This design comes from an exercise in tuning for small area, a short achievable clock period and few clock cycles per item on the open sky130 flow, not from production work. At most, simulation tests tie the RTL to the original design; equivalence was not proved. Function not checked in runs 1 and 2: the RTL went through the layout flow alone.

### flow/config.mk
export PLATFORM = sky130hd
export DESIGN_NAME = mult_controller
export DESIGN_NICKNAME = mult_controller
export VERILOG_FILES = /design/flow/design.v
export SDC_FILE = /design/flow/constraint.sdc
export NUM_CORES = 4
export LEC_CHECK = 0
export CAP_MARGIN = 20
export CORE_MARGIN = 2
export CORE_UTILIZATION = 40
export SETUP_SLACK_MARGIN = 1.0
export SLEW_MARGIN = 20
export BUFFER_PORTS_ARGS = -buffer_cell sky130_fd_sc_hd__buf_1
### flow/constraint.sdc
create_clock -name core_clock -period 4.5 [get_ports {clk}]
set_input_delay 0.9000 -clock core_clock [delete_from_list [all_inputs] [get_ports {clk}]]
set_output_delay 0.9000 -clock core_clock [all_outputs]
set_load 0.01 [all_outputs]
### flow/design.v
module mult_controller #(
    parameter integer WIDTH = 32
)
(
    input logic clk,
    input logic rst_n,
    input logic start,
    input logic signed [WIDTH - 1: 0] multiplicand,
    input logic signed [WIDTH - 1: 0] multiplier,
    output logic signed [2 * WIDTH - 1: 0] product,
    output logic done
);
    logic busy;                   
    logic [1:0] cnt;             
    logic [31:0] pl;              
    logic bprev;                  
    logic [31:0] ph;              
    logic kc;                     
    logic [39:0] q0, q1;          
    wire [31:0] mx = multiplier;
    wire [7:0] mb = busy ? pl[7:0] : mx[7:0];
    wire [8:0] win = {mb, bprev & busy};
    wire [32:0] am = {multiplicand[31], multiplicand};   
    wire [32:0] a2 = {multiplicand, 1'b0};               
    wire [3:0] ng;
    wire [2:0] w0 = win[2:0];
    wire one0 = w0[0] ^ w0[1];
    wire two0 = (w0[2] & ~w0[1] & ~w0[0]) | (~w0[2] & w0[1] & w0[0]);
    assign ng[0] = w0[2];
    wire [32:0] x0 = ((am & {33{one0}}) | (a2 & {33{two0}})) ^ {33{ng[0]}};
    wire [2:0] w1 = win[4:2];
    wire one1 = w1[0] ^ w1[1];
    wire two1 = (w1[2] & ~w1[1] & ~w1[0]) | (~w1[2] & w1[1] & w1[0]);
    assign ng[1] = w1[2];
    wire [32:0] x1 = ((am & {33{one1}}) | (a2 & {33{two1}})) ^ {33{ng[1]}};
    wire [2:0] w2 = win[6:4];
    wire one2 = w2[0] ^ w2[1];
    wire two2 = (w2[2] & ~w2[1] & ~w2[0]) | (~w2[2] & w2[1] & w2[0]);
    assign ng[2] = w2[2];
    wire [32:0] x2 = ((am & {33{one2}}) | (a2 & {33{two2}})) ^ {33{ng[2]}};
    wire [2:0] w3 = win[8:6];
    wire one3 = w3[0] ^ w3[1];
    wire two3 = (w3[2] & ~w3[1] & ~w3[0]) | (~w3[2] & w3[1] & w3[0]);
    assign ng[3] = w3[2];
    wire [32:0] x3 = ((am & {33{one3}}) | (a2 & {33{two3}})) ^ {33{ng[3]}};
    wire s1 = ng[1] ^ x0[2];
    wire c2 = ng[1] & x0[2];
    wire s3 = x0[3] ^ x1[1];
    wire c4 = x0[3] & x1[1];
    wire s5 = ng[2] ^ x0[4] ^ x1[2];
    wire c6 = (ng[2] & x0[4]) | (ng[2] & x1[2]) | (x0[4] & x1[2]);
    wire s7 = x2[0] ^ c4;
    wire c8 = x2[0] & c4;
    wire s9 = x0[5] ^ x1[3] ^ x2[1];
    wire c10 = (x0[5] & x1[3]) | (x0[5] & x2[1]) | (x1[3] & x2[1]);
    wire s11 = c6 ^ c8 ^ s9;
    wire c12 = (c6 & c8) | (c6 & s9) | (c8 & s9);
    wire s13 = ng[3] ^ x0[6] ^ x1[4];
    wire c14 = (ng[3] & x0[6]) | (ng[3] & x1[4]) | (x0[6] & x1[4]);
    wire s15 = x2[2] ^ x3[0] ^ c10;
    wire c16 = (x2[2] & x3[0]) | (x2[2] & c10) | (x3[0] & c10);
    wire s17 = s13 ^ c12;
    wire c18 = s13 & c12;
    wire s19 = x0[7] ^ x1[5] ^ x2[3];
    wire c20 = (x0[7] & x1[5]) | (x0[7] & x2[3]) | (x1[5] & x2[3]);
    wire s21 = x3[1] ^ c14 ^ s19;
    wire c22 = (x3[1] & c14) | (x3[1] & s19) | (c14 & s19);
    wire s23 = c16 ^ s21;
    wire c24 = c16 & s21;
    wire s25 = x0[8] ^ x1[6] ^ x2[4];
    wire c26 = (x0[8] & x1[6]) | (x0[8] & x2[4]) | (x1[6] & x2[4]);
    wire s27 = x3[2] ^ c20 ^ s25;
    wire c28 = (x3[2] & c20) | (x3[2] & s25) | (c20 & s25);
    wire s29 = c22 ^ s27;
    wire c30 = c22 & s27;
    wire s31 = x0[9] ^ x1[7] ^ x2[5];
    wire c32 = (x0[9] & x1[7]) | (x0[9] & x2[5]) | (x1[7] & x2[5]);
    wire s33 = x3[3] ^ c26 ^ s31;
    wire c34 = (x3[3] & c26) | (x3[3] & s31) | (c26 & s31);
    wire s35 = c28 ^ s33;
    wire c36 = c28 & s33;
    wire s37 = x0[10] ^ x1[8] ^ x2[6];
    wire c38 = (x0[10] & x1[8]) | (x0[10] & x2[6]) | (x1[8] & x2[6]);
    wire s39 = x3[4] ^ c32 ^ s37;
    wire c40 = (x3[4] & c32) | (x3[4] & s37) | (c32 & s37);
    wire s41 = c34 ^ s39;
    wire c42 = c34 & s39;
    wire s43 = x0[11] ^ x1[9] ^ x2[7];
    wire c44 = (x0[11] & x1[9]) | (x0[11] & x2[7]) | (x1[9] & x2[7]);
    wire s45 = x3[5] ^ c38 ^ s43;
    wire c46 = (x3[5] & c38) | (x3[5] & s43) | (c38 & s43);
    wire s47 = c40 ^ s45;
    wire c48 = c40 & s45;
    wire s49 = x0[12] ^ x1[10] ^ x2[8];
    wire c50 = (x0[12] & x1[10]) | (x0[12] & x2[8]) | (x1[10] & x2[8]);
    wire s51 = x3[6] ^ c44 ^ s49;
    wire c52 = (x3[6] & c44) | (x3[6] & s49) | (c44 & s49);
    wire s53 = c46 ^ s51;
    wire c54 = c46 & s51;
    wire s55 = x0[13] ^ x1[11] ^ x2[9];
    wire c56 = (x0[13] & x1[11]) | (x0[13] & x2[9]) | (x1[11] & x2[9]);
    wire s57 = x3[7] ^ c50 ^ s55;
    wire c58 = (x3[7] & c50) | (x3[7] & s55) | (c50 & s55);
    wire s59 = c52 ^ s57;
    wire c60 = c52 & s57;
    wire s61 = x0[14] ^ x1[12] ^ x2[10];
    wire c62 = (x0[14] & x1[12]) | (x0[14] & x2[10]) | (x1[12] & x2[10]);
    wire s63 = x3[8] ^ c56 ^ s61;
    wire c64 = (x3[8] & c56) | (x3[8] & s61) | (c56 & s61);
    wire s65 = c58 ^ s63;
    wire c66 = c58 & s63;
    wire s67 = x0[15] ^ x1[13] ^ x2[11];
    wire c68 = (x0[15] & x1[13]) | (x0[15] & x2[11]) | (x1[13] & x2[11]);
    wire s69 = x3[9] ^ c62 ^ s67;
    wire c70 = (x3[9] & c62) | (x3[9] & s67) | (c62 & s67);
    wire s71 = c64 ^ s69;
    wire c72 = c64 & s69;
    wire s73 = x0[16] ^ x1[14] ^ x2[12];
    wire c74 = (x0[16] & x1[14]) | (x0[16] & x2[12]) | (x1[14] & x2[12]);
    wire s75 = x3[10] ^ c68 ^ s73;
    wire c76 = (x3[10] & c68) | (x3[10] & s73) | (c68 & s73);
    wire s77 = c70 ^ s75;
    wire c78 = c70 & s75;
    wire s79 = x0[17] ^ x1[15] ^ x2[13];
    wire c80 = (x0[17] & x1[15]) | (x0[17] & x2[13]) | (x1[15] & x2[13]);
    wire s81 = x3[11] ^ c74 ^ s79;
    wire c82 = (x3[11] & c74) | (x3[11] & s79) | (c74 & s79);
    wire s83 = c76 ^ s81;
    wire c84 = c76 & s81;
    wire s85 = x0[18] ^ x1[16] ^ x2[14];
    wire c86 = (x0[18] & x1[16]) | (x0[18] & x2[14]) | (x1[16] & x2[14]);
    wire s87 = x3[12] ^ c80 ^ s85;
    wire c88 = (x3[12] & c80) | (x3[12] & s85) | (c80 & s85);
    wire s89 = c82 ^ s87;
    wire c90 = c82 & s87;
    wire s91 = x0[19] ^ x1[17] ^ x2[15];
    wire c92 = (x0[19] & x1[17]) | (x0[19] & x2[15]) | (x1[17] & x2[15]);
    wire s93 = x3[13] ^ c86 ^ s91;
    wire c94 = (x3[13] & c86) | (x3[13] & s91) | (c86 & s91);
    wire s95 = c88 ^ s93;
    wire c96 = c88 & s93;
    wire s97 = x0[20] ^ x1[18] ^ x2[16];
    wire c98 = (x0[20] & x1[18]) | (x0[20] & x2[16]) | (x1[18] & x2[16]);
    wire s99 = x3[14] ^ c92 ^ s97;
    wire c100 = (x3[14] & c92) | (x3[14] & s97) | (c92 & s97);
    wire s101 = c94 ^ s99;
    wire c102 = c94 & s99;
    wire s103 = x0[21] ^ x1[19] ^ x2[17];
    wire c104 = (x0[21] & x1[19]) | (x0[21] & x2[17]) | (x1[19] & x2[17]);
    wire s105 = x3[15] ^ c98 ^ s103;
    wire c106 = (x3[15] & c98) | (x3[15] & s103) | (c98 & s103);
    wire s107 = c100 ^ s105;
    wire c108 = c100 & s105;
    wire s109 = x0[22] ^ x1[20] ^ x2[18];
    wire c110 = (x0[22] & x1[20]) | (x0[22] & x2[18]) | (x1[20] & x2[18]);
    wire s111 = x3[16] ^ c104 ^ s109;
    wire c112 = (x3[16] & c104) | (x3[16] & s109) | (c104 & s109);
    wire s113 = c106 ^ s111;
    wire c114 = c106 & s111;
    wire s115 = x0[23] ^ x1[21] ^ x2[19];
    wire c116 = (x0[23] & x1[21]) | (x0[23] & x2[19]) | (x1[21] & x2[19]);
    wire s117 = x3[17] ^ c110 ^ s115;
    wire c118 = (x3[17] & c110) | (x3[17] & s115) | (c110 & s115);
    wire s119 = c112 ^ s117;
    wire c120 = c112 & s117;
    wire s121 = x0[24] ^ x1[22] ^ x2[20];
    wire c122 = (x0[24] & x1[22]) | (x0[24] & x2[20]) | (x1[22] & x2[20]);
    wire s123 = x3[18] ^ c116 ^ s121;
    wire c124 = (x3[18] & c116) | (x3[18] & s121) | (c116 & s121);
    wire s125 = c118 ^ s123;
    wire c126 = c118 & s123;
    wire s127 = x0[25] ^ x1[23] ^ x2[21];
    wire c128 = (x0[25] & x1[23]) | (x0[25] & x2[21]) | (x1[23] & x2[21]);
    wire s129 = x3[19] ^ c122 ^ s127;
    wire c130 = (x3[19] & c122) | (x3[19] & s127) | (c122 & s127);
    wire s131 = c124 ^ s129;
    wire c132 = c124 & s129;
    wire s133 = x0[26] ^ x1[24] ^ x2[22];
    wire c134 = (x0[26] & x1[24]) | (x0[26] & x2[22]) | (x1[24] & x2[22]);
    wire s135 = x3[20] ^ c128 ^ s133;
    wire c136 = (x3[20] & c128) | (x3[20] & s133) | (c128 & s133);
    wire s137 = c130 ^ s135;
    wire c138 = c130 & s135;
    wire s139 = x0[27] ^ x1[25] ^ x2[23];
    wire c140 = (x0[27] & x1[25]) | (x0[27] & x2[23]) | (x1[25] & x2[23]);
    wire s141 = x3[21] ^ c134 ^ s139;
    wire c142 = (x3[21] & c134) | (x3[21] & s139) | (c134 & s139);
    wire s143 = c136 ^ s141;
    wire c144 = c136 & s141;
    wire s145 = x0[28] ^ x1[26] ^ x2[24];
    wire c146 = (x0[28] & x1[26]) | (x0[28] & x2[24]) | (x1[26] & x2[24]);
    wire s147 = x3[22] ^ c140 ^ s145;
    wire c148 = (x3[22] & c140) | (x3[22] & s145) | (c140 & s145);
    wire s149 = c142 ^ s147;
    wire c150 = c142 & s147;
    wire s151 = x0[29] ^ x1[27] ^ x2[25];
    wire c152 = (x0[29] & x1[27]) | (x0[29] & x2[25]) | (x1[27] & x2[25]);
    wire s153 = x3[23] ^ c146 ^ s151;
    wire c154 = (x3[23] & c146) | (x3[23] & s151) | (c146 & s151);
    wire s155 = c148 ^ s153;
    wire c156 = c148 & s153;
    wire s157 = x0[30] ^ x1[28] ^ x2[26];
    wire c158 = (x0[30] & x1[28]) | (x0[30] & x2[26]) | (x1[28] & x2[26]);
    wire s159 = x3[24] ^ c152 ^ s157;
    wire c160 = (x3[24] & c152) | (x3[24] & s157) | (c152 & s157);
    wire s161 = c154 ^ s159;
    wire c162 = c154 & s159;
    wire s163 = x0[31] ^ x1[29] ^ x2[27];
    wire c164 = (x0[31] & x1[29]) | (x0[31] & x2[27]) | (x1[29] & x2[27]);
    wire s165 = x3[25] ^ c158 ^ s163;
    wire c166 = (x3[25] & c158) | (x3[25] & s163) | (c158 & s163);
    wire s167 = c160 ^ s165;
    wire c168 = c160 & s165;
    wire s169 = x1[30] ^ x2[28] ^ x3[26];
    wire c170 = (x1[30] & x2[28]) | (x1[30] & x3[26]) | (x2[28] & x3[26]);
    wire s171 = x0[32] ^ c164 ^ s169;
    wire c172 = (x0[32] & c164) | (x0[32] & s169) | (c164 & s169);
    wire s173 = c166 ^ s171;
    wire c174 = c166 & s171;
    wire s175 = x1[31] ^ x2[29] ^ x3[27];
    wire c176 = (x1[31] & x2[29]) | (x1[31] & x3[27]) | (x2[29] & x3[27]);
    wire s177 = x0[32] ^ c170 ^ s175;
    wire c178 = (x0[32] & c170) | (x0[32] & s175) | (c170 & s175);
    wire s179 = c172 ^ s177;
    wire c180 = c172 & s177;
    wire s181 = ~x1[32] ^ x2[30] ^ x3[28];
    wire c182 = (~x1[32] & x2[30]) | (~x1[32] & x3[28]) | (x2[30] & x3[28]);
    wire s183 = ~x0[32] ^ c176 ^ s181;
    wire c184 = (~x0[32] & c176) | (~x0[32] & s181) | (c176 & s181);
    wire s185 = c178 ^ s183;
    wire c186 = c178 & s183;
    wire s187 = 1'b1 ^ x2[31] ^ x3[29];
    wire c188 = (1'b1 & x2[31]) | (1'b1 & x3[29]) | (x2[31] & x3[29]);
    wire s189 = c182 ^ s187 ^ c184;
    wire c190 = (c182 & s187) | (c182 & c184) | (s187 & c184);
    wire s191 = ~x2[32] ^ x3[30] ^ c188;
    wire c192 = (~x2[32] & x3[30]) | (~x2[32] & c188) | (x3[30] & c188);
    wire s193 = 1'b1 ^ x3[31];
    wire c194 = 1'b1 & x3[31];
    always_ff @(posedge clk) begin
        q0 <= {1'b1, ~x3[32], c192, c190, c186, c180, c174, c168, c162, c156, c150, c144, c138, c132, c126, c120, c114, c108, c102, c96, c90, c84, c78, c72, c66, c60, c54, c48, c42, c36, c30, c24, c18, s15, s11, s5, c2, x1[0], x0[1], x0[0]};
        q1 <= {1'b0, c194, s193, s191, s189, s185, s179, s173, s167, s161, s155, s149, s143, s137, s131, s125, s119, s113, s107, s101, s95, s89, s83, s77, s71, s65, s59, s53, s47, s41, s35, s29, s23, s17, 1'b0, s7, s3, s1, 1'b0, ng[0]};
    end
    wire [39:0] acc = {{8{ph[31]}}, ph};
    wire [39:0] qk = {q1[39:6], kc, q1[4:0]};
    wire [39:0] t0 = acc ^ q0 ^ qk;
    wire [39:0] t1 = {(acc[38:0] & q0[38:0]) | (acc[38:0] & qk[38:0]) | (q0[38:0] & qk[38:0]), 1'b0};
    wire [13:0] lo = t0[12:0] + t1[12:0];
    wire [26:0] hi = t0[39:13] + t1[39:13];
    wire [39:0] sum = {hi, lo[12:0]};
    always_ff @(posedge clk or negedge rst_n) begin
        if (!rst_n) begin
            busy <= 1'b0;
            cnt  <= '0;
            done <= 1'b0;
        end else if (busy) begin
            cnt  <= cnt + 1'b1;
            if (cnt == 2'd3) begin
                busy <= 1'b0;
                done <= 1'b1;
            end
        end else if (start) begin
            busy <= 1'b1;
            cnt  <= '0;
            done <= 1'b0;
        end
    end
    always_ff @(posedge clk) begin
        if (busy) begin
            pl    <= {sum[7:0], pl[31:8]};
            ph    <= sum[39:8];
            kc    <= lo[13];
            bprev <= pl[7];
        end else if (start) begin
            ph    <= '0;
            kc    <= 1'b0;
            pl    <= {8'd0, mx[31:8]};
            bprev <= mx[7];
        end
    end
    wire [31:0] phr = {ph[31:5] + kc, ph[4:0]};
    assign product = {phr, pl};
endmodule
### flow/flow/run.sh
#!/bin/bash
# The standard layout, except that the port buffers are plain buffers
# (sky130_fd_sc_hd__buf_1, which timing repair may resize) instead of the
# delay cells buffer_ports picks by default.
set -euo pipefail
echo 'export BUFFER_PORTS_ARGS = -buffer_cell sky130_fd_sc_hd__buf_1' >> config.mk
bash standard.sh > standard.log 2>&1
### flow/standard.sh
#!/bin/bash
# synth_recipe.tcl (not shown) runs the flow's synth.tcl, then flattens the netlist and writes it again
# the make line also repeats each setting of config.mk as NAME=value (left out here)
make -C /OpenROAD-flow-scripts/flow DESIGN_CONFIG=/design/flow/config.mk WORK_HOME=/design/flow/orfs CLKGATE_MAP_FILE= SYNTH_SCRIPT=/design/flow/synth_recipe.tcl "${@:-finish}"
==> results of run 1 <==
[synthesized netlist by cell type, drive strengths merged, types with 57 or more instances]
master / number
nor2: 246
fa: 102
nand2: 102
inv: 101
nor3: 78
dfxtp: 76
ha: 74
clkbuf: 67
edfxtp: 66
xnor2: 66
a22oi: 65
a21oi: 63
a221oi: 59
o21ai: 57
[cell type report]
| cell class | instances | area [um^2] |
|---|---|---|
| diodes | 1 | 2.50 |
| clock buffers | 21 | 483 |
| clock inverters | 10 | 146 |
| fillers | 3162 | 17300 |
| inverters | 101 | 382 |
| multi-input cells | 1102 | 8770 |
| flip-flops and latches | 146 | 3610 |
| well taps | 442 | 553 |
| repair buffers | 188 | 1120 |
[timing repair]
action / 4_1_cts / 5_1_grt
endpoints found under the setup margin: 67 / 66
pin swaps: 0 / 17
cloned: 0 / 6
gates resized for setup: 10 / 51
buffers inserted: 3 / 19
[sequential cells by signal, summed over array words and instances (netlist names)]
register  flops
q0           39
q1           37
ph           32
pl           32
cnt           2
bprev         1
busy          1
done          1
kc            1
[cells by family (layout without fill, tap and decap cells)]
family,count (synthesis),after routing,share of synthesized area [%]
compound gates,299,299,16.4
fa+ha+maj,177,177,22.8
xor+xnor,87,87,5.84
mux,35,36,3.40
other cells,0,1,0
simple gates,503,503,16.7
buf+inv,222,320,7.23
flops,146,146,27.6
[worst reg2reg max path, cell delays in order (launching register included)]
cell	delay [ns]
dfrtp_4	0.54
buf_8	0.17
buf_6	0.16
inv_4	0.07
nand2_1	0.08
o22ai_4	0.32
buf_12	0.18
a22oi_1	0.10
xnor2_1	0.28
fa_1	0.49
fa_1	0.56
inv_1	0.04
ha_1	0.28
[layer usage]
metal	global-route usage (%)	wire [um]
met4	9.14	1380
met1	30.1	16500
met2	34.3	17500
met5	0	0
met3	3.71	2260
[path summary, 6_finish.rpt]
path	to	slack, ns	cells past startpoint
worst max-delay path	q1[14]	1.12	12
worst min-delay path	busy	0.29	1
worst max register to register	q1[14]	1.12	12
worst min register to register	cnt[0]	0.49	1
max in group asynchronous	busy	4.00	1
min in group core_clock	cnt[0]	0.49	1
[per-stage QoR]
stage	std cells	hold WS (ns)	worst slack, ns
after floorplan	1469	0.454	1.00
after detailed placement	1951	0.484	0.561
final	2011	0.289	1.12
after global routing	2011	0.279	0.971
after global placement	1951	0.470	0.613
after CTS	1985	0.279	0.976
==> metrics.md, run 1 <==
| Metric | Value |
|---|---|
| Top cell type's share of synthesized area | 15.6% |
| Top post-synthesis cells by area | fa_1 (16%), edfxtp_1 (15%), dfxtp_1 (12%) |
| Minimum clock period | 3.38 ns |
| Final slew viol count | 0 |
| Clock transition at path regs | 0.06 ns |
| Syn Nets | 1,712 |
| CP Data Arrival Time | 3.70 ns |
| Synth Flop Type | dfxtp_1 |
| Syn Std Cell Area | 0.0131 mm^2 |
| Share of layout cells above drive strength 1 | 12.2% |
| Largest area contributor in the netlist | fa_1 |
| Number of iterations in the first detailed-routing pass | 5 |
| Final ANT Viol Nets | 0 |
| R2R Path Start | busy |
| DRT iter0 DRCs | 915 |
| Register area share after synthesis | 27.6% |
| Max cap viols | 0 |
| Total global-route track usage | 22.0% |
| Cell Rows | 66 |
| Critical path type | reg2reg |
| Unique masters post-synth | 66 |
| Syn Inst Count | 1,469 |
| Initial antenna violation count | 2 |
| Core Util, Final | 46.6% |
| Ports | 132 |
| Final #Nets | 1,799 |
| Hold/Removal Path Class | in2async |
| Total grt overflow | 0 |
| Routability congestion estimate | 0.880 |
| Max Freq | 0.296 GHz |
| # DRC | 0 |
| Crit-path max cell delay | 0.56 ns |
| Setup TNS Final | 0 ns |
| Avg Cell Area, Syn | 8.89 um^2 |
| Starting Density | 40.3% |
| Status | finished clean |
| Layout area overhead | 15.4% |
| Cell mode on critical path | fa_1 |
| Flops & latches, synth | 146 |
| Clk buf depth | 2 |
| CTS tree | done |
| Vias | 11,100 |
| Hold buffer count at CTS | 0 |
| Core Area | 0.0324 mm^2 |
| Root buf cell | clkbuf_16 |
| Slew @ Worst Pin | 0.862 ns |
| Max-slew headroom | 42.5% |
| Yosys warns | 1 |
| Share of flip-flops with an asynchronous set or reset | 2.74% |
| Drt total wl | 37,700 um |
| Die footprint | 0.0341 mm^2 |
| Largest net degree at the start of global routing | 64 |
| CP endpoint kind | register |
| Chip width | 185 um |
| CTS H-tree lvls | 4 |
| EDFF count, synth | 66 |
| Clk latency of the worst-skew pair | 0.44 ns |
| Placed instance area | 0.0139 mm^2 |
| Worst path top cell family by delay | adder cells |
| Final worst-path cycle share | 75.1% |
| First-pass GRT wire length | 57,900 um |
| Wire per inst | 18.7 um |
| Worst EP required | 4.82 ns |
| Via/cell ratio | 5.52 |
| Vias in the first global route | 10,500 |
| Slowest cell on crit path | fa_1 |
| Most common library cell in the layout ignoring fill and taps | nor2_1 |
| Final hold viol count | 0 |
| Most frequent cells in the layout | nor2_1 (239), buf_1 (131), fa_1 (101), nand2_1 (100), inv_1 (97) |
| CP Max Fanout | 8 |
| RSZ-0062 raised after global routing | yes |
| Critical path startpoint | busy |
| Crit-path cells | buf_8 > buf_6 > inv_4 > nand2_1 > o22ai_4 > buf_12 > a22oi_1 > xnor2_1 > fa_1 > fa_1 > inv_1 > ha_1 |
| CTS Buf Count | 17 |
| CP Launch Type | register |
| Clk_skew | 0.0168 ns |
| Final Instance Area | 0.0151 mm^2 |
| DPL Wire Length | 26,600 um |
| Buf/Inv on CP | 5 |
| Height of the die | 185 um |
| IO buf count | 131 |
| Clock sinks | 146 |
| Final setup viols | 0 |
==> run 2, diff against run 1 <==
--- a/flow/config.mk
+++ b/flow/config.mk
@@ -6,4 +6,5 @@
 export NUM_CORES = 4
 export LEC_CHECK = 0
+export ABC_AREA = 1
 export CAP_MARGIN = 20
 export CORE_MARGIN = 2
==> run 2 against run 1 <==
Critical path type unchanged. Routed wire length down 2.4%. Via count is 3.0% lower. Sequential cell count stayed put. Register-to-register slack got worse by 0.03 ns. First-iteration DRC count increased by 11%. Setup slack worse by 0.027 ns. Critical endpoint is now q1[15].
==> metrics.md, run 2 <==
| Metric | Value |
|---|---|
| Status | finished clean (unchanged) |
| Final worst-path cycle share | 75.7% (was 75.1%) |
| Levels on crit path | 14 (was 12) |
| Worst r2r path cells | 14 (was 12) |
| Chip width | 183 um (was 185 um) |
| Critical path endpoint | q1[15] (was q1[14]) |
| Buf/Inv on CP | 5 (unchanged) |
| Height of the die | 183 um (was 185 um) |
| Max cap viols | 0 (unchanged) |
| Die footprint | 0.0336 mm^2 (was 0.0341 mm^2) |
| Syn Std Cell Area | 0.0128 mm^2 (was 0.0131 mm^2) |
| Unique masters post-synth | 40 (was 66) |
| Worst EP required | 4.81 ns (was 4.82 ns) |
| CTS H-tree lvls | 4 (unchanged) |
| Placed instance area | 0.0137 mm^2 (was 0.0139 mm^2) |
| Share of layout cells above drive strength 1 | 6.87% (was 12.2%) |
| Clk latency of the worst-skew pair | 0.44 ns (about the same) |
| Crit-path max cell delay | 0.59 ns (was 0.56 ns) |
| Final #Nets | 1,918 (was 1,799) |
| Via/cell ratio | 5.16 (was 5.52) |
| Largest net degree at the start of global routing | 36 (was 64) |
| Vias | 10,800 (was 11,100) |
| Flops & latches, synth | 146 (unchanged) |
| Core Area | 0.0316 mm^2 (was 0.0324 mm^2) |
| CP endpoint kind | register (unchanged) |
| Top cell type's share of synthesized area | 15.9% (was 15.6%) |
| Flip-flop count of the largest register after layout | 39 (unchanged) |
| Area of the multi-input gates | 0.00811 mm^2 (was 0.00877 mm^2) |
| Worst path top cell family by delay | adder cells (unchanged) |
| R2R Path Start | busy (unchanged) |
| Layout area overhead | 13.2% (was 15.4%) |
| CTS tree | done (unchanged) |
| Largest area contributor in the netlist | fa_1 (unchanged) |
| Core Util, Final | 46.1% (was 46.6%) |
| Total grt overflow | 0 (unchanged) |
| Max-slew headroom | 63.3% (was 42.5%) |
| Clk_skew | 0.0127 ns (was 0.0168 ns) |
| EDFF count, synth | 66 (unchanged) |
| Clock sinks | 146 (unchanged) |
| Synth Flop Type | dfxtp_1 (unchanged) |
| Most flops, register | q0 (unchanged) |
| Final ANT Viol Nets | 0 (unchanged) |
| Fillers | 3,149 (was 3,162) |
| Final setup viols | 0 (unchanged) |
| Storage cell area | 0.00360 mm^2 (was 0.00361 mm^2) |
| Max Freq | 0.294 GHz (was 0.296 GHz) |
| Routability congestion estimate | 0.914 (was 0.880) |
| Reg2reg end | q1[15] (was q1[14]) |
| Starting Density | 40.7% (was 40.3%) |
| Top post-synthesis cells by area | fa_1 (16%), edfxtp_1 (15%), dfxtp_1 (12%) (unchanged) |
| IO buf count | 131 (unchanged) |
| Top cells by count, synth | nand2_1 (372), inv_1 (223), xor2_1 (143) (was nor2_1 (246), fa_1 (102), nand2_1 (102)) |
| Number of iterations in the first detailed-routing pass | 7 (was 5) |
| Critical path type | reg2reg (unchanged) |
| Vias in the first global route | 10,600 (was 10,500) |
| Wire per inst | 17.6 um (was 18.7 um) |
| Avg Cell Area, Syn | 8.30 um^2 (was 8.89 um^2) |
| Initial antenna violation count | 0 (was 2) |
| Share of flip-flops with an asynchronous set or reset | 2.74% (unchanged) |
| CP Max Fanout | 24 (was 8) |
| Final slew viol count | 0 (unchanged) |
| Crit-path cells | buf_8 > nand2_1 > o21ai_4 > buf_12 > inv_6 > nand2_1 > nand2_4 > buf_12 > o22ai_2 > xor2_1 > fa_1 > fa_1 > inv_1 > ha_1 (was buf_8 > buf_6 > inv_4 > nand2_1 > o22ai_4 > buf_12 > a22oi_1 > xnor2_1 > fa_1 > fa_1 > inv_1 > ha_1) |
| Antenna cell count | 0 (was 1) |
| Ports | 132 (unchanged) |
| DPL Wire Length | 29,200 um (was 26,600 um) |
| Final Instance Area | 0.0145 mm^2 (was 0.0151 mm^2) |
| CTS Buf Count | 17 (unchanged) |
| Largest regs | q0 x39, q1 x37 (unchanged) |
| Cell Rows | 65 (was 66) |
| CP Launch Type | register (unchanged) |
| Setup ws final | 1.09 ns (was 1.12 ns) |
| Critical path startpoint | busy (unchanged) |
| Final hold viol count | 0 (unchanged) |
| Syn Nets | 1,791 (was 1,712) |
| DRT iter0 DRCs | 1,012 (was 915) |
| Register area share after synthesis | 28.1% (was 27.6%) |
| Syn Inst Count | 1,548 (was 1,469) |
| Hold/Removal Path Class | in2async (unchanged) |
| CP Data Arrival Time | 3.72 ns (was 3.70 ns) |
| Most frequent cells in the layout | nand2_1 (369), inv_1 (222), xor2_1 (143), buf_1 (131), nor2_1 (103) (was nor2_1 (239), buf_1 (131), fa_1 (101), nand2_1 (100), inv_1 (97)) |
| Minimum clock period | 3.41 ns (was 3.38 ns) |
| Setup WS pre-CTS | 0.612 ns (was 0.561 ns) |
| # DRC | 0 (unchanged) |
| Drt total wl | 36,800 um (was 37,700 um) |
| Clk buf depth | 2 (unchanged) |
| Clock transition at path regs | 0.07 ns (was 0.06 ns) |
| Top-count cell post-synth | nand2_1 (was nor2_1) |
| Root buf cell | clkbuf_16 (unchanged) |
| RSZ-0062 raised after global routing | yes (unchanged) |
| Yosys warns | 1 (unchanged) |
| Slew @ Worst Pin | 0.551 ns (was 0.862 ns) |
| Hold_ws | 0.290 ns (was 0.289 ns) |
| Most common library cell in the layout ignoring fill and taps | nand2_1 (was nor2_1) |
| Slowest cell on crit path | fa_1 (unchanged) |
| Reg2reg setup slack | 1.09 ns (was 1.12 ns) |
| Total global-route track usage | 22.0% (about the same) |
| First-pass GRT wire length | 57,500 um (was 57,900 um) |
| Setup TNS Final | 0 ns (unchanged) |
-- run 2: cell count changes after synthesis, sizes merged, moves of 33 or more --
cell	delta
a221oi	-59
xnor2	-58
a22oi	-65
inv	+126
clkbuf	-61
nand2	+278
o22ai	+90
xor2	+122
nor3	-60
nand3	+33
nor2	-141
-- run 2: worst min path at each step --
stage | slack (ns) | startpoint | end | cells after the start
3_3_place_gp | 0.47 | cnt[0] | cnt[0] | 1
5_1_grt | 0.28 | rst_n | cnt[0] | 1
2_1_floorplan | 0.45 | cnt[0] | cnt[0] | 1
4_1_cts | 0.27 | rst_n | cnt[0] | 1
3_5_place_dp | 0.49 | done | done | 1
6_report | 0.29 | rst_n | cnt[0] | 1
-- run 2: per-stage QoR --
step / std cells
after detailed placement: 2046
after floorplan: 1548
after CTS: 2078
after global routing: 2090
after global placement: 2046
final: 2090
-- run 2: layout make-up --
cell class	count	area share (%)
Tap cell	402	3.46
Inverter	227	5.93
Multi-Input combinational cell	1121	55.8
Timing Repair Buffer	162	5.97
Clock inverter	10	0.663
Clock buffer	22	3.36
Sequential cell	146	24.8
-- run 2: cells by family (layout without fill, tap and decap cells) --
group	after synthesis	in the layout	share of synthesized area, %
AO/OA/AOI/OAI	222	222	11.4
XOR/XNOR	151	151	10.3
adder cells (fa/ha/maj)	176	176	23.1
buffers and inverters	281	421	9.11
flip-flops	146	146	28.1
AND/OR/NAND/NOR	572	572	18.0
-- run 2: metal layers --
layer	vias up	part of all wire (%)	GRT usage [%]
met1	5093	49	32.9
met5	-	0	0
met3	33	6.3	3.46
met4	0	1.2	4.99
li1	5225	-	-
met2	426	43	33.3
-- run 2: repair_timing --
item / CTS / global route
setup endpoints to repair: 53 / 58
gates cloned: 0 / 3
hold endpoints to repair: 0 / 0
pin swaps: 1 / 2
resized for setup: 7 / 22
hold buffers: 0 / 0
setup buffers: 0 / 9
==> run 3, diff against run 2 <==
--- a/flow/design.v
+++ b/flow/design.v
@@ -16,5 +16,4 @@
     logic bprev;                  
     logic [31:0] ph;              
-    logic kc;                     
     logic [39:0] q0, q1;          
     wire [31:0] mx = multiplier;
@@ -54,6 +53,6 @@
     wire s9 = x0[5] ^ x1[3] ^ x2[1];
     wire c10 = (x0[5] & x1[3]) | (x0[5] & x2[1]) | (x1[3] & x2[1]);
-    wire s11 = c6 ^ c8 ^ s9;
-    wire c12 = (c6 & c8) | (c6 & s9) | (c8 & s9);
+    wire s11 = c6 ^ c8;
+    wire c12 = c6 & c8;
     wire s13 = ng[3] ^ x0[6] ^ x1[4];
     wire c14 = (ng[3] & x0[6]) | (ng[3] & x1[4]) | (x0[6] & x1[4]);
@@ -66,6 +65,6 @@
     wire s21 = x3[1] ^ c14 ^ s19;
     wire c22 = (x3[1] & c14) | (x3[1] & s19) | (c14 & s19);
-    wire s23 = c16 ^ s21;
-    wire c24 = c16 & s21;
+    wire s23 = c16 ^ c18;
+    wire c24 = c16 & c18;
     wire s25 = x0[8] ^ x1[6] ^ x2[4];
     wire c26 = (x0[8] & x1[6]) | (x0[8] & x2[4]) | (x1[6] & x2[4]);
@@ -239,14 +238,11 @@
     wire c194 = 1'b1 & x3[31];
     always_ff @(posedge clk) begin
-        q0 <= {1'b1, ~x3[32], c192, c190, c186, c180, c174, c168, c162, c156, c150, c144, c138, c132, c126, c120, c114, c108, c102, c96, c90, c84, c78, c72, c66, c60, c54, c48, c42, c36, c30, c24, c18, s15, s11, s5, c2, x1[0], x0[1], x0[0]};
-        q1 <= {1'b0, c194, s193, s191, s189, s185, s179, s173, s167, s161, s155, s149, s143, s137, s131, s125, s119, s113, s107, s101, s95, s89, s83, s77, s71, s65, s59, s53, s47, s41, s35, s29, s23, s17, 1'b0, s7, s3, s1, 1'b0, ng[0]};
+        q0 <= {1'b1, ~x3[32], c192, c190, c186, c180, c174, c168, c162, c156, c150, c144, c138, c132, c126, c120, c114, c108, c102, c96, c90, c84, c78, c72, c66, c60, c54, c48, c42, c36, c30, c24, s21, s15, s9, s5, c2, x1[0], x0[1], x0[0]};
+        q1 <= {1'b0, c194, s193, s191, s189, s185, s179, s173, s167, s161, s155, s149, s143, s137, s131, s125, s119, s113, s107, s101, s95, s89, s83, s77, s71, s65, s59, s53, s47, s41, s35, s29, s23, s17, s11, s7, s3, s1, 1'b0, ng[0]};
     end
     wire [39:0] acc = {{8{ph[31]}}, ph};
-    wire [39:0] qk = {q1[39:6], kc, q1[4:0]};
-    wire [39:0] t0 = acc ^ q0 ^ qk;
-    wire [39:0] t1 = {(acc[38:0] & q0[38:0]) | (acc[38:0] & qk[38:0]) | (q0[38:0] & qk[38:0]), 1'b0};
-    wire [13:0] lo = t0[12:0] + t1[12:0];
-    wire [26:0] hi = t0[39:13] + t1[39:13];
-    wire [39:0] sum = {hi, lo[12:0]};
+    wire [39:0] t0 = acc ^ q0 ^ q1;
+    wire [39:0] t1 = {(acc[38:0] & q0[38:0]) | (acc[38:0] & q1[38:0]) | (q0[38:0] & q1[38:0]), 1'b0};
+    wire [39:0] sum = t0 + t1;
     always_ff @(posedge clk or negedge rst_n) begin
         if (!rst_n) begin
@@ -270,14 +266,11 @@
             pl    <= {sum[7:0], pl[31:8]};
             ph    <= sum[39:8];
-            kc    <= lo[13];
             bprev <= pl[7];
         end else if (start) begin
             ph    <= '0;
-            kc    <= 1'b0;
             pl    <= {8'd0, mx[31:8]};
             bprev <= mx[7];
         end
     end
-    wire [31:0] phr = {ph[31:5] + kc, ph[4:0]};
-    assign product = {phr, pl};
+    assign product = {ph, pl};
 endmodule
==> run 3 against run 2 <==
Sequential share of layout area grew 1.4 points. Design area is 5.8% lower. Final cell count shrank 5.2%.
==> metrics.md, run 3 <==
| Metric | Value |
|---|---|
| Clk buf depth | 2 (unchanged) |
| Flip-flop count of the largest register after layout | 39 (unchanged) |
| Final ANT Viol Nets | 0 (unchanged) |
| Critical path type | reg2reg (unchanged) |
| Top-count cell post-synth | nand2_1 (unchanged) |
| Hold/Removal Path Class | in2async (unchanged) |
| Max cap viols | 0 (unchanged) |
| CTS Buf Count | 17 (unchanged) |
| Syn Std Cell Area | 0.0122 mm^2 (was 0.0128 mm^2) |
| Cell mode on critical path | nand2_1 |
| Final slew viol count | 0 (unchanged) |
| Post-Synth Simple-Gate Area | 16.4% (was 18.0%) |
| DPL Wire Length | 26,800 um (was 29,200 um) |
| Flops & latches, synth | 146 (unchanged) |
| Final #Nets | 1,821 (was 1,918) |
| Cell Rows | 63 (was 65) |
| Minimum clock period | 3.34 ns (was 3.41 ns) |
| Final hold viol count | 0 (unchanged) |
| Antenna cell count | 0 (unchanged) |
| Number of iterations in the first detailed-routing pass | 5 (was 7) |
| Top cells by count, synth | nand2_1 (347), inv_1 (224), xor2_1 (129) (was nand2_1 (372), inv_1 (223), xor2_1 (143)) |
| Total global-route track usage | 22.7% (was 22.0%) |
| Core Area | 0.0298 mm^2 (was 0.0316 mm^2) |
| Gr busiest metal | met2 (unchanged) |
| Clock sinks | 146 (unchanged) |
| Largest area contributor in the netlist | fa_1 (unchanged) |
| Adder-Cell Fraction of Synth Area | 24.2% (was 23.1%) |
| Starting Density | 40.8% (was 40.7%) |
| First-pass GRT wire length | 55,300 um (was 57,500 um) |
| Wire per inst | 17.5 um (was 17.6 um) |
| # DRC | 0 (unchanged) |
| CP Max Fanout | 31 (was 24) |
| Top post-synthesis cells by area | fa_1 (17%), edfxtp_1 (16%), dfxtp_1 (13%) (was fa_1 (16%), edfxtp_1 (15%), dfxtp_1 (12%)) |
| Chip width | 178 um (was 183 um) |
| Syn Inst Count | 1,457 (was 1,548) |
| Synth Area in Compound Gates | 11.5% (was 11.4%) |
| Via/cell ratio | 5.19 (was 5.16) |
| M3 GR Usage | 3.35% (was 3.46%) |
| Syn Nets | 1,699 (was 1,791) |
| M2 GR Usage | 34.4% (was 33.3%) |
| Vias in the first global route | 10,100 (was 10,600) |
| Top cell type's share of synthesized area | 16.6% (was 15.9%) |
| Final worst-path cycle share | 74.2% (was 75.7%) |
| Synth Area in XOR/XNOR | 9.36% (was 10.3%) |
| CP Data Arrival Time | 3.66 ns (was 3.72 ns) |
| Routability congestion estimate | 0.909 (was 0.914) |
| Worst EP required | 4.82 ns (was 4.81 ns) |
| IO buf count | 131 (unchanged) |
| Initial antenna violation count | 0 (unchanged) |
| Most flops, register | q0 (unchanged) |
| Clk latency of the worst-skew pair | 0.44 ns (about the same) |
| Layout area overhead | 12.6% (was 13.2%) |
| Register area share after synthesis | 29.5% (was 28.1%) |
| Setup TNS Final | 0 ns (unchanged) |
| Yosys warns | 1 (unchanged) |
| Buf/Inv on CP | 4 (was 5) |
| Die footprint | 0.0318 mm^2 (was 0.0336 mm^2) |
| Synth Flop Type | dfxtp_1 (unchanged) |
| RSZ-0062 raised after global routing | yes (unchanged) |
| Total grt overflow | 0 (unchanged) |
| Largest family of logic cells by synthesized area | adder cells (unchanged) |
| Max Freq | 0.299 GHz (was 0.294 GHz) |
| CTS tree | done (unchanged) |
| Clock transition at path regs | 0.06 ns (was 0.07 ns) |
| Most common library cell in the layout ignoring fill and taps | nand2_1 (unchanged) |
| Status | finished clean (unchanged) |
| Mux contribution to synthesized area | 0% (unchanged) |
| Share of flip-flops with an asynchronous set or reset | 2.74% (unchanged) |
| Root buf cell | clkbuf_16 (unchanged) |
| Ports | 132 (unchanged) |
| DRT iter0 DRCs | 849 (was 1,012) |
| Drt total wl | 34,700 um (was 36,800 um) |
| Vias | 10,300 (was 10,800) |
| Crit-path max cell delay | 0.54 ns (was 0.59 ns) |
| Share of layout cells above drive strength 1 | 5.15% (was 6.87%) |
| EDFF count, synth | 65 (was 66) |
| Met1 global-route usage | 33.8% (was 32.9%) |
| Slew @ Worst Pin | 0.733 ns (was 0.551 ns) |
| Slowest cell on crit path | fa_1 (unchanged) |
| Max-slew headroom | 51.1% (was 63.3%) |
| Most frequent cells in the layout | nand2_1 (347), inv_1 (223), buf_1 (131), xor2_1 (129), o22ai_1 (111) (was nand2_1 (369), inv_1 (222), xor2_1 (143), buf_1 (131), nor2_1 (103)) |
| Hold_ws | 0.292 ns (was 0.290 ns) |
| CP Launch Type | register (unchanged) |
| CTS H-tree lvls | 4 (unchanged) |
| Height of the die | 178 um (was 183 um) |
| CP endpoint kind | register (unchanged) |
| Final setup viols | 0 (unchanged) |
| Unique masters post-synth | 30 (was 40) |
| Worst path top cell family by delay | adder cells (unchanged) |
| Largest net degree at the start of global routing | 39 (was 36) |
| Clk_skew | 0.0131 ns (was 0.0127 ns) |
| Largest regs | q0 x39, q1 x38 (was q0 x39, q1 x37) |
| Fillers | 2,973 (was 3,149) |
| Crit-path cells | buf_12 > nand2_1 > nand2_4 > inv_4 > nand3_2 > nand2_1 > nand2_1 > buf_12 > o22ai_1 > xor2_1 > fa_1 > fa_1 > inv_1 > ha_1 (was buf_8 > nand2_1 > o21ai_4 > buf_12 > inv_6 > nand2_1 > nand2_4 > buf_12 > o22ai_2 > xor2_1 > fa_1 > fa_1 > inv_1 > ha_1) |
| Avg Cell Area, Syn | 8.35 um^2 (was 8.30 um^2) |
==> run 3: cell types whose count changed after synthesis, sizes merged, moves of 2 or more <==
| cell | delta |
|---|---|
| buf | -13 |
| xor2 | -14 |
| nor3 | -12 |
| xnor2 | -7 |
| nand4 | -12 |
| nor4 | -2 |
| nand3 | -12 |
| o22ai | +33 |
| a21oi | +12 |
| nor2 | -8 |
| nand2 | -24 |
| o21ai | -35 |
| inv | +2 |
| clkbuf | +6 |
==> run 3: cell type report <==
| class | count | area (um^2) | share of cell area (%) |
|---|---|---|---|
| timing repair buffer | 150 | 663 | 4.84 |
| clock buffer | 21 | 492 | 3.59 |
| tap | 390 | 488 | 3.56 |
| inverter | 229 | 865 | 6.31 |
| sequential | 146 | 3590 | 26.3 |
| clock inverter | 11 | 86.3 | 0.630 |
| multi-input combinational | 1035 | 7500 | 54.8 |
==> run 3: repair_timing <==
item / 4_1_cts / 5_1_grt
pin swaps: 0 / 2
hold endpoints to repair: 0 / 0
endpoints found under the setup margin: 58 / 38
hold buffers: 0 / 0
setup buffers: 1 / 2
gates resized for setup: 7 / 7
==> run 3: path summary, 6_finish.rpt <==
check | cells after the start | slack [ns] | start | to
hold reg to reg | 1 | 0.49 | cnt[0] | cnt[0]
min in group core_clock | 1 | 0.49 | cnt[0] | cnt[0]
hold / removal | 1 | 0.29 | rst_n | cnt[1]
max in group asynchronous | 1 | 4.00 | rst_n | busy
setup reg to reg | 14 | 1.16 | busy | q1[31]
setup / recovery | 14 | 1.16 | busy | q1[31]
==> run 3: layer usage <==
layer  share of wire, %  routed length, um
met1                 47              16200
met5                  0                  0
met4                1.9                645
met3                7.9               2750
met2                 44              15100
==> run 3: cells by family (layout without fill, tap and decap cells) <==
| group | Yosys count | after routing |
|---|---|---|
| compound gates | 229 | 229 |
| xor+xnor | 130 | 130 |
| flops | 146 | 146 |
| simple gates | 501 | 501 |
| fa+ha+maj | 175 | 175 |
| buf+inv | 276 | 411 |
==> run 3: worst reg2reg max path, stage by stage, from the launching register on <==
cell and delay (ns):
dfrtp_2 0.49, buf_12 0.20, nand2_1 0.12, nand2_4 0.09
inv_4 0.07, nand3_2 0.13, nand2_1 0.10, nand2_1 0.08
buf_12 0.17, o22ai_1 0.22, xor2_1 0.23, fa_1 0.48
fa_1 0.54, inv_1 0.04, ha_1 0.27
==> run 3: through the flow <==
| step | instance area [um^2] | cells | setup WS (ns) | util [%] |
|---|---|---|---|---|
| CTS | 13600 | 1980 | 1.05 | 45.8 |
| global placement | 13000 | 1947 | 0.556 | 43.7 |
| floorplan | 12200 | 1457 | 1.19 | - |
| global route | 13700 | 1982 | 0.991 | 46.0 |
| finish | 13700 | 1982 | 1.16 | 46.0 |
| detailed placement | 13000 | 1947 | 0.473 | 43.7 |
Testbench counts of run 3, summed over its fixed seeds: cycles 8,008, items 1,600.
==> run 4, diff against run 3 <==
--- a/flow/config.mk
+++ b/flow/config.mk
@@ -10,5 +10,5 @@
 export CORE_MARGIN = 2
 export CORE_UTILIZATION = 40
-export SETUP_SLACK_MARGIN = 1.0
+export SETUP_SLACK_MARGIN = 1.2
 export SLEW_MARGIN = 20
 export BUFFER_PORTS_ARGS = -buffer_cell sky130_fd_sc_hd__buf_1
==> run 4 against run 3 <==
Die area is the same. Clock skew rose by 0.0021 ns. Final cell count rose by 0.35%. Highest routed layer unchanged. Utilization increased by 0.75 points. First-iteration DRC count down 2.0%. Maximum frequency up 2.7%. Sequential cell count unchanged. Clock-buffer cell count is 4 lower.
==> metrics.md, run 4 <==
| Metric | Value |
|---|---|
| CP endpoint kind | register (unchanged) |
| Syn Std Cell Area | 0.0122 mm^2 (unchanged) |
| Final Instance Area | 0.0139 mm^2 (was 0.0137 mm^2) |
| Setup WS pre-CTS | 0.524 ns (was 0.473 ns) |
| CTS Buf Count | 17 (unchanged) |
| Total grt overflow | 0 (unchanged) |
| Root buf cell | clkbuf_16 (unchanged) |
| R2R Path Start | busy (unchanged) |
| Top post-synthesis cells by area | fa_1 (17%), edfxtp_1 (16%), dfxtp_1 (13%) (unchanged) |
| Chip width | 178 um (unchanged) |
| Status | finished clean (unchanged) |
| Final hold viol count | 0 (unchanged) |
| Final setup viols | 0 (unchanged) |
| Syn Nets | 1,699 (unchanged) |
| CTS tree | done (unchanged) |
| RSZ-0062 raised after global routing | yes (unchanged) |
| IO buf count | 131 (unchanged) |
| Total global-route track usage | 22.7% (about the same) |
| Setup TNS Final | 0 ns (unchanged) |
| Fillers | 2,978 (was 2,973) |
| CTS H-tree lvls | 4 (unchanged) |
| Most flops, register | q0 (unchanged) |
| Slew @ Worst Pin | 0.736 ns (was 0.733 ns) |
| Final #Nets | 1,828 (was 1,821) |
| Clock transition at path regs | 0.07 ns (was 0.06 ns) |
| Hold/Removal Path Class | in2async (unchanged) |
| Yosys warns | 1 (unchanged) |
| Drt total wl | 35,400 um (was 34,700 um) |
| M3 GR Usage | 2.73% (was 3.35%) |
| Clock sinks | 146 (unchanged) |
| Max cap viols | 0 (unchanged) |
| Final slew viol count | 0 (unchanged) |
| Number of iterations in the first detailed-routing pass | 7 (was 5) |
| Top-count cell post-synth | nand2_1 (unchanged) |
| M2 GR Usage | 35.2% (was 34.4%) |
| Max-slew headroom | 50.9% (was 51.1%) |
| Flops & latches, synth | 146 (unchanged) |
| Top cells by count, synth | nand2_1 (347), inv_1 (224), xor2_1 (129) (unchanged) |
| EDFF count, synth | 65 (unchanged) |
| Layout area overhead | 14.4% (was 12.6%) |
| Clk latency of the worst-skew pair | 0.45 ns (was 0.44 ns) |
| DPL Wire Length | 26,800 um (about the same) |
| Largest area contributor in the netlist | fa_1 (unchanged) |
| Top cell type's share of synthesized area | 16.6% (unchanged) |
| Initial antenna violation count | 0 (unchanged) |
| Reg2reg end | q1[29] (was q1[31]) |
| Met1 global-route usage | 33.0% (was 33.8%) |
| # DRC | 0 (unchanged) |
| Most frequent cells in the layout | nand2_1 (341), inv_1 (223), buf_1 (131), xor2_1 (129), o22ai_1 (104) (was nand2_1 (347), inv_1 (223), buf_1 (131), xor2_1 (129), o22ai_1 (111)) |
| Die footprint | 0.0318 mm^2 (unchanged) |
| Max Freq | 0.308 GHz (was 0.299 GHz) |
| Core Area | 0.0298 mm^2 (unchanged) |
| Antenna cell count | 0 (unchanged) |
| Worst EP required | 4.83 ns (was 4.82 ns) |
| Ports | 132 (unchanged) |
| Vias in the first global route | 10,200 (was 10,100) |
| Largest regs | q0 x39, q1 x38 (unchanged) |
| Crit-path cells | buf_4 > nand2_1 > nand2_1 > nand2_2 > nand2_2 > nand2_4 > clkbuf_16 > o22ai_2 > xor2_1 > fa_1 > fa_1 > inv_1 > ha_1 (was buf_12 > nand2_1 > nand2_4 > inv_4 > nand3_2 > nand2_1 > nand2_1 > buf_12 > o22ai_1 > xor2_1 > fa_1 > fa_1 > inv_1 > ha_1) |
| Clk buf depth | 2 (unchanged) |
| Register area share after synthesis | 29.5% (unchanged) |
| CP Data Arrival Time | 3.58 ns (was 3.66 ns) |
| Syn Inst Count | 1,457 (unchanged) |
| Routability congestion estimate | 0.895 (was 0.909) |
| Clk_skew | 0.0152 ns (was 0.0131 ns) |
| Crit-path max cell delay | 0.54 ns (about the same) |
| Share of flip-flops with an asynchronous set or reset | 2.74% (unchanged) |
| Cell Rows | 63 (unchanged) |
| Height of the die | 178 um (unchanged) |
| Flip-flop count of the largest register after layout | 39 (unchanged) |
| Placed cell count | 1,947 (unchanged) |
| Placed instance area | 0.0130 mm^2 (unchanged) |
| Starting Density | 40.8% (unchanged) |
| Most common library cell in the layout ignoring fill and taps | nand2_1 (unchanged) |
| Final std cells w/o fill | 1,989 (was 1,982) |
| Critical path type | reg2reg (unchanged) |
| Via/cell ratio | 5.22 (was 5.19) |
| Final worst-path cycle share | 72.3% (was 74.2%) |
| Largest net degree at the start of global routing | 67 (was 39) |
| Vias | 10,400 (was 10,300) |
| Minimum clock period | 3.25 ns (was 3.34 ns) |
| Unique masters post-synth | 30 (unchanged) |
| Slowest cell on crit path | fa_1 (unchanged) |
| DRT iter0 DRCs | 832 (was 849) |
| Avg Cell Area, Syn | 8.35 um^2 (unchanged) |
| CP Max Fanout | 15 (was 31) |
| Worst path top cell family by delay | adder cells (unchanged) |
| First-pass GRT wire length | 55,200 um (was 55,300 um) |
| Wire per inst | 17.8 um (was 17.5 um) |
| CP Launch Type | register (unchanged) |
| Synth Flop Type | dfxtp_1 (unchanged) |
| Buf/Inv on CP | 3 (was 4) |
| Final ANT Viol Nets | 0 (unchanged) |
| Worst r2r path cells | 13 (was 14) |
| Reg2reg setup slack | 1.25 ns (was 1.16 ns) |
| Setup ws final | 1.25 ns (was 1.16 ns) |
| Gr busiest metal | met2 (unchanged) |
| Core Util, Final | 46.7% (was 46.0%) |
| Share of layout cells above drive strength 1 | 6.57% (was 5.15%) |
-- run 4: through the flow --
| step | hold WS [ns] |
|---|---|
| floorplan | 0.453 |
| global placement | 0.475 |
| detailed placement | 0.488 |
| CTS | 0.271 |
| global route | 0.293 |
| finish | 0.280 |
-- run 4: layout make-up --
type	count	area [um^2]	area share [%]
timing repair buffer	157	781	5.61
inverter	229	875	6.28
sequential	146	3590	25.8
clock buffer	17	425	3.06
multi-input combinational	1035	7610	54.7
tap	390	488	3.51
clock inverter	15	145	1.04
-- run 4: cell families after synthesis --
logic type	Yosys count	share of synthesized area [%]
flip-flops	146	29.5
AO/OA/AOI/OAI	229	11.5
AND/OR/NAND/NOR	501	16.4
adder cells (fa/ha/maj)	175	24.2
buffers and inverters	276	9.01
XOR/XNOR	130	9.36
-- run 4: repair_timing --
item / 4_1_cts / 5_1_grt
endpoints found under the hold margin: 0 / 0
pin swaps: 0 / 14
buffers inserted: 1 / 6
resized for setup: 14 / 29
hold buffers: 0 / 0
endpoints found under the setup margin: 63 / 52
gates cloned: 0 / 3
-- run 4: worst max-delay path by stage --
stage                              from  endpoint  slack [ns]  depth (start not counted)
after detailed placement  multiplier[1]    q1[20]        0.52                         12
after floorplan           multiplier[1]    q1[35]        1.21                         13
after global placement    multiplier[1]    q1[27]        0.62                         12
after CTS                          busy    q1[21]        1.20                         13
after global routing               busy    q1[29]        1.16                         13
final                              busy    q1[29]        1.25                         13
-- run 4: metal layers --
layer | vias to the layer above | routed length (um)
met5 | - | 0
met4 | 0 | 939
met3 | 62 | 2310
met2 | 406 | 15700
met1 | 4965 | 16500
li1 | 4943 | -
==> run 5, diff against run 4 <==
--- a/flow/design.v
+++ b/flow/design.v
@@ -18,28 +18,48 @@
     logic [39:0] q0, q1;          
     wire [31:0] mx = multiplier;
-    wire [7:0] mb = busy ? pl[7:0] : mx[7:0];
-    wire [8:0] win = {mb, bprev & busy};
+    wire [8:0] wp = {mx[7:0], 1'b0};
+    wire [8:0] wr = {pl[7:0], bprev};
     wire [32:0] am = {multiplicand[31], multiplicand};   
     wire [32:0] a2 = {multiplicand, 1'b0};               
     wire [3:0] ng;
-    wire [2:0] w0 = win[2:0];
-    wire one0 = w0[0] ^ w0[1];
-    wire two0 = (w0[2] & ~w0[1] & ~w0[0]) | (~w0[2] & w0[1] & w0[0]);
-    assign ng[0] = w0[2];
+    wire [2:0] wp0 = wp[2:0];
+    wire onep0 = wp0[0] ^ wp0[1];
+    wire twop0 = (wp0[2] & ~wp0[1] & ~wp0[0]) | (~wp0[2] & wp0[1] & wp0[0]);
+    wire [2:0] wr0 = wr[2:0];
+    wire oner0 = wr0[0] ^ wr0[1];
+    wire twor0 = (wr0[2] & ~wr0[1] & ~wr0[0]) | (~wr0[2] & wr0[1] & wr0[0]);
+    wire one0 = busy ? oner0 : onep0;
+    wire two0 = busy ? twor0 : twop0;
+    assign ng[0] = busy ? wr0[2] : wp0[2];
     wire [32:0] x0 = ((am & {33{one0}}) | (a2 & {33{two0}})) ^ {33{ng[0]}};
-    wire [2:0] w1 = win[4:2];
-    wire one1 = w1[0] ^ w1[1];
-    wire two1 = (w1[2] & ~w1[1] & ~w1[0]) | (~w1[2] & w1[1] & w1[0]);
-    assign ng[1] = w1[2];
+    wire [2:0] wp1 = wp[4:2];
+    wire onep1 = wp1[0] ^ wp1[1];
+    wire twop1 = (wp1[2] & ~wp1[1] & ~wp1[0]) | (~wp1[2] & wp1[1] & wp1[0]);
+    wire [2:0] wr1 = wr[4:2];
+    wire oner1 = wr1[0] ^ wr1[1];
+    wire twor1 = (wr1[2] & ~wr1[1] & ~wr1[0]) | (~wr1[2] & wr1[1] & wr1[0]);
+    wire one1 = busy ? oner1 : onep1;
+    wire two1 = busy ? twor1 : twop1;
+    assign ng[1] = busy ? wr1[2] : wp1[2];
     wire [32:0] x1 = ((am & {33{one1}}) | (a2 & {33{two1}})) ^ {33{ng[1]}};
-    wire [2:0] w2 = win[6:4];
-    wire one2 = w2[0] ^ w2[1];
-    wire two2 = (w2[2] & ~w2[1] & ~w2[0]) | (~w2[2] & w2[1] & w2[0]);
-    assign ng[2] = w2[2];
+    wire [2:0] wp2 = wp[6:4];
+    wire onep2 = wp2[0] ^ wp2[1];
+    wire twop2 = (wp2[2] & ~wp2[1] & ~wp2[0]) | (~wp2[2] & wp2[1] & wp2[0]);
+    wire [2:0] wr2 = wr[6:4];
+    wire oner2 = wr2[0] ^ wr2[1];
+    wire twor2 = (wr2[2] & ~wr2[1] & ~wr2[0]) | (~wr2[2] & wr2[1] & wr2[0]);
+    wire one2 = busy ? oner2 : onep2;
+    wire two2 = busy ? twor2 : twop2;
+    assign ng[2] = busy ? wr2[2] : wp2[2];
     wire [32:0] x2 = ((am & {33{one2}}) | (a2 & {33{two2}})) ^ {33{ng[2]}};
-    wire [2:0] w3 = win[8:6];
-    wire one3 = w3[0] ^ w3[1];
-    wire two3 = (w3[2] & ~w3[1] & ~w3[0]) | (~w3[2] & w3[1] & w3[0]);
-    assign ng[3] = w3[2];
+    wire [2:0] wp3 = wp[8:6];
+    wire onep3 = wp3[0] ^ wp3[1];
+    wire twop3 = (wp3[2] & ~wp3[1] & ~wp3[0]) | (~wp3[2] & wp3[1] & wp3[0]);
+    wire [2:0] wr3 = wr[8:6];
+    wire oner3 = wr3[0] ^ wr3[1];
+    wire twor3 = (wr3[2] & ~wr3[1] & ~wr3[0]) | (~wr3[2] & wr3[1] & wr3[0]);
+    wire one3 = busy ? oner3 : onep3;
+    wire two3 = busy ? twor3 : twop3;
+    assign ng[3] = busy ? wr3[2] : wp3[2];
     wire [32:0] x3 = ((am & {33{one3}}) | (a2 & {33{two3}})) ^ {33{ng[3]}};
     wire s1 = ng[1] ^ x0[2];
--- a/flow/config.mk
+++ b/flow/config.mk
@@ -10,5 +10,5 @@
 export CORE_MARGIN = 2
 export CORE_UTILIZATION = 40
-export SETUP_SLACK_MARGIN = 1.2
+export SETUP_SLACK_MARGIN = 1.0
 export SLEW_MARGIN = 20
 export BUFFER_PORTS_ARGS = -buffer_cell sky130_fd_sc_hd__buf_1
==> run 5 against run 4 <==
Still clean on timing, DRC and antenna. Routed wire length down 3.0%. Critical path depth down 1.
==> metrics.md, run 5 <==
| Metric | Value |
|---|---|
| Synth Flop Type | dfxtp_1 (unchanged) |
| Reg2reg setup slack | 1.16 ns (was 1.25 ns) |
| Starting Density | 40.4% (was 40.8%) |
| Setup TNS Final | 0 ns (unchanged) |
| CTS H-tree lvls | 4 (unchanged) |
| Flip-flop count of the largest register after layout | 39 (unchanged) |
| Total global-route track usage | 22.3% (was 22.7%) |
| Final worst-path cycle share | 74.2% (was 72.3%) |
| Avg Cell Area, Syn | 8.30 um^2 (was 8.35 um^2) |
| Area of the multi-input gates | 0.00753 mm^2 (was 0.00761 mm^2) |
| Final std cells w/o fill | 2,010 (was 1,989) |
| Most flops, register | q0 (unchanged) |
| Status | finished clean (unchanged) |
| Syn Std Cell Area | 0.0123 mm^2 (was 0.0122 mm^2) |
| CP Data Arrival Time | 3.62 ns (was 3.58 ns) |
| Yosys warns | 1 (unchanged) |
| Gr busiest metal | met1 (was met2) |
| Most frequent cells in the layout | nand2_1 (346), inv_1 (233), xor2_1 (132), buf_1 (131), o22ai_1 (120) (was nand2_1 (341), inv_1 (223), buf_1 (131), xor2_1 (129), o22ai_1 (104)) |
| CP Launch Type | register (unchanged) |
| CTS tree | done (unchanged) |
| Clock transition at path regs | 0.07 ns (about the same) |
| Critical path startpoint | busy (unchanged) |
| RSZ-0062 raised after global routing | yes (unchanged) |
| Chip width | 179 um (was 178 um) |
| Share of flip-flops with an asynchronous set or reset | 2.74% (unchanged) |
| Reg2reg end | q1[35] (was q1[29]) |
| Final hold viol count | 0 (unchanged) |
| Clock sinks | 146 (unchanged) |
| Worst EP required | 4.79 ns (was 4.83 ns) |
| Syn Inst Count | 1,480 (was 1,457) |
| Ports | 132 (unchanged) |
| Share of layout cells above drive strength 1 | 4.34% (was 6.57%) |
| First-pass GRT wire length | 55,100 um (was 55,200 um) |
| Met1 global-route usage | 33.2% (was 33.0%) |
| Routability congestion estimate | 0.900 (was 0.895) |
| EDFF count, synth | 65 (unchanged) |
| Clk_skew | 0.0128 ns (was 0.0152 ns) |
| Register area share after synthesis | 29.3% (was 29.5%) |
| Critical path type | reg2reg (unchanged) |
| M2 GR Usage | 33.1% (was 35.2%) |
| M3 GR Usage | 3.39% (was 2.73%) |
| Fillers | 3,095 (was 2,978) |
| Vias in the first global route | 9,991 (was 10,200) |
| DPL Wire Length | 26,700 um (was 26,800 um) |
| Clk latency of the worst-skew pair | 0.43 ns (was 0.45 ns) |
| Final #Nets | 1,843 (was 1,828) |
| Storage cell area | 0.00359 mm^2 (unchanged) |
| Largest regs | q0 x39, q1 x38 (unchanged) |
| Die footprint | 0.0321 mm^2 (was 0.0318 mm^2) |
| Height of the die | 179 um (was 178 um) |
| Layout area overhead | 12.0% (was 14.4%) |
| CTS Buf Count | 17 (unchanged) |
| Via/cell ratio | 5.07 (was 5.22) |
| Placed cell count | 1,975 (was 1,947) |
| Vias | 10,200 (was 10,400) |
| Hold/Removal Path Class | in2async (unchanged) |
| Total grt overflow | 0 (unchanged) |
| Max Freq | 0.300 GHz (was 0.308 GHz) |
| Wire per inst | 17.1 um (was 17.8 um) |
| Final slew viol count | 0 (unchanged) |
| Largest area contributor in the netlist | fa_1 (unchanged) |
| Minimum clock period | 3.34 ns (was 3.25 ns) |
| Largest net degree at the start of global routing | 66 (was 67) |
| CP Max Fanout | 32 (was 15) |
| Top post-synthesis cells by area | fa_1 (16%), edfxtp_1 (16%), dfxtp_1 (13%) (was fa_1 (17%), edfxtp_1 (16%), dfxtp_1 (13%)) |
| Flops & latches, synth | 146 (unchanged) |
| DRT iter0 DRCs | 964 (was 832) |
| Cell Rows | 64 (was 63) |
| Antenna cell count | 0 (unchanged) |
run 5: cell types whose count changed after synthesis, moves of 7 or more:
cell,before,now
inv_1,224,234
buf_2,31,23
nor2_1,97,109
o22ai_1,113,121
o22ai_2,11,0
buf_6,1,8
run 5: area by class of cell:
class                      instances  share of cell area (%)
clock buffer                      19                    3.46
clock inverter                    13                   0.764
inverter                         240                    6.59
multi-input combinational       1047                    54.7
sequential                       146                    26.1
tap                              396                    3.60
timing repair buffer             149                    4.70
run 5: worst max path at each step:
stage	end	slack [ns]	depth (start not counted)
6_report	q1[35]	1.16	12
5_1_grt	q1[28]	0.99	12
4_1_cts	q1[35]	1.01	12
3_5_place_dp	q1[29]	0.48	11
3_3_place_gp	q1[29]	0.50	11
2_1_floorplan	q1[28]	1.24	12
run 5: what timing repair did:
item                       4_1_cts  5_1_grt
setup endpoints to repair       37       44
gates cloned                     0        1
hold buffers                     0        0
resized for setup                4        9
pin swaps                        0        2
buffers inserted                 0        2
run 5: cell families (layout without fill, tap and decap cells):
family | Yosys count | count (layout) | synth area share (%)
AND/OR/NAND/NOR | 499 | 499 | 15.8
buffers and inverters | 288 | 421 | 9.71
AO/OA/AOI/OAI | 239 | 240 | 11.8
adder cells (fa/ha/maj) | 175 | 175 | 24.0
flip-flops | 146 | 146 | 29.3
XOR/XNOR | 133 | 133 | 9.49
run 5: metrics by stage:
stage | worst slack (ns) | cell area, um^2 | util (%) | hold slack [ns]
after floorplan | 1.24 | 12300 | - | 0.453
after global placement | 0.496 | 13100 | 43.1 | 0.473
after detailed placement | 0.484 | 13100 | 43.1 | 0.490
after CTS | 1.01 | 13700 | 45.0 | 0.281
after global routing | 0.994 | 13800 | 45.2 | 0.292
final | 1.16 | 13800 | 45.2 | 0.288
run 5: metal layers:
layer / share of wire [%] / up-vias / wire length [um]
li1: - / 4995 / -
met1: 48 / 4786 / 16400
met2: 44 / 356 / 15000
met3: 6.3 / 47 / 2150
met4: 2.4 / 0 / 822
met5: 0 / - / 0
run 5: critical path, stage by stage, from the launching register on:
cell and delay [ns]:
dfrtp_2 0.47, inv_2 0.07, buf_4 0.21, buf_12 0.21
nor2_1 0.06, a22oi_1 0.21, nand2_2 0.19, o22ai_1 0.22
xor2_1 0.19, fa_1 0.46, fa_1 0.38, inv_1 0.08
fa_1 0.44
Testbench counts of run 5, summed over its fixed seeds: cycles 8,008, items 1,600.

[static timing again, ports no longer ideal]
In the flow no input, the clock included, has a driving cell. The finished layouts below were timed again as built, in two steps. Step 1, drivers: a clkbuf_16 drives clk and a buf_2 each remaining input, both assumed. Step 2 also shifts input and output timing later by t, the mid clock arrival at the registers, as if the neighbouring blocks saw the same clock. Three values: ideal ports, drivers, drivers and shift; two values: the first two.
run | t, ns | slack for setup (ns) | worst setup path after step 2 | worst register clock-pin slew, ns
run 1 | 0.487 | 1.120 / 1.119 / 0.646 | input to register | 0.07 / 0.07
run 2 | 0.479 | 1.093 / 1.093 / 0.685 | input to register | 0.07 / 0.07
run 3 | 0.479 | 1.159 / 1.159 / 0.785 | input to register | 0.07 / 0.07
run 4 | 0.485 | 1.249 / 1.249 / 0.847 | input to register | 0.08 / 0.08
run 5 | 0.473 | 1.162 / 1.162 / 0.717 | input to register | 0.07 / 0.07
After both steps setup and hold are still met in every run listed. The setup slack of run 1, which loses most, moves by -0.001 ns with the drivers and by -0.474 ns with both steps.
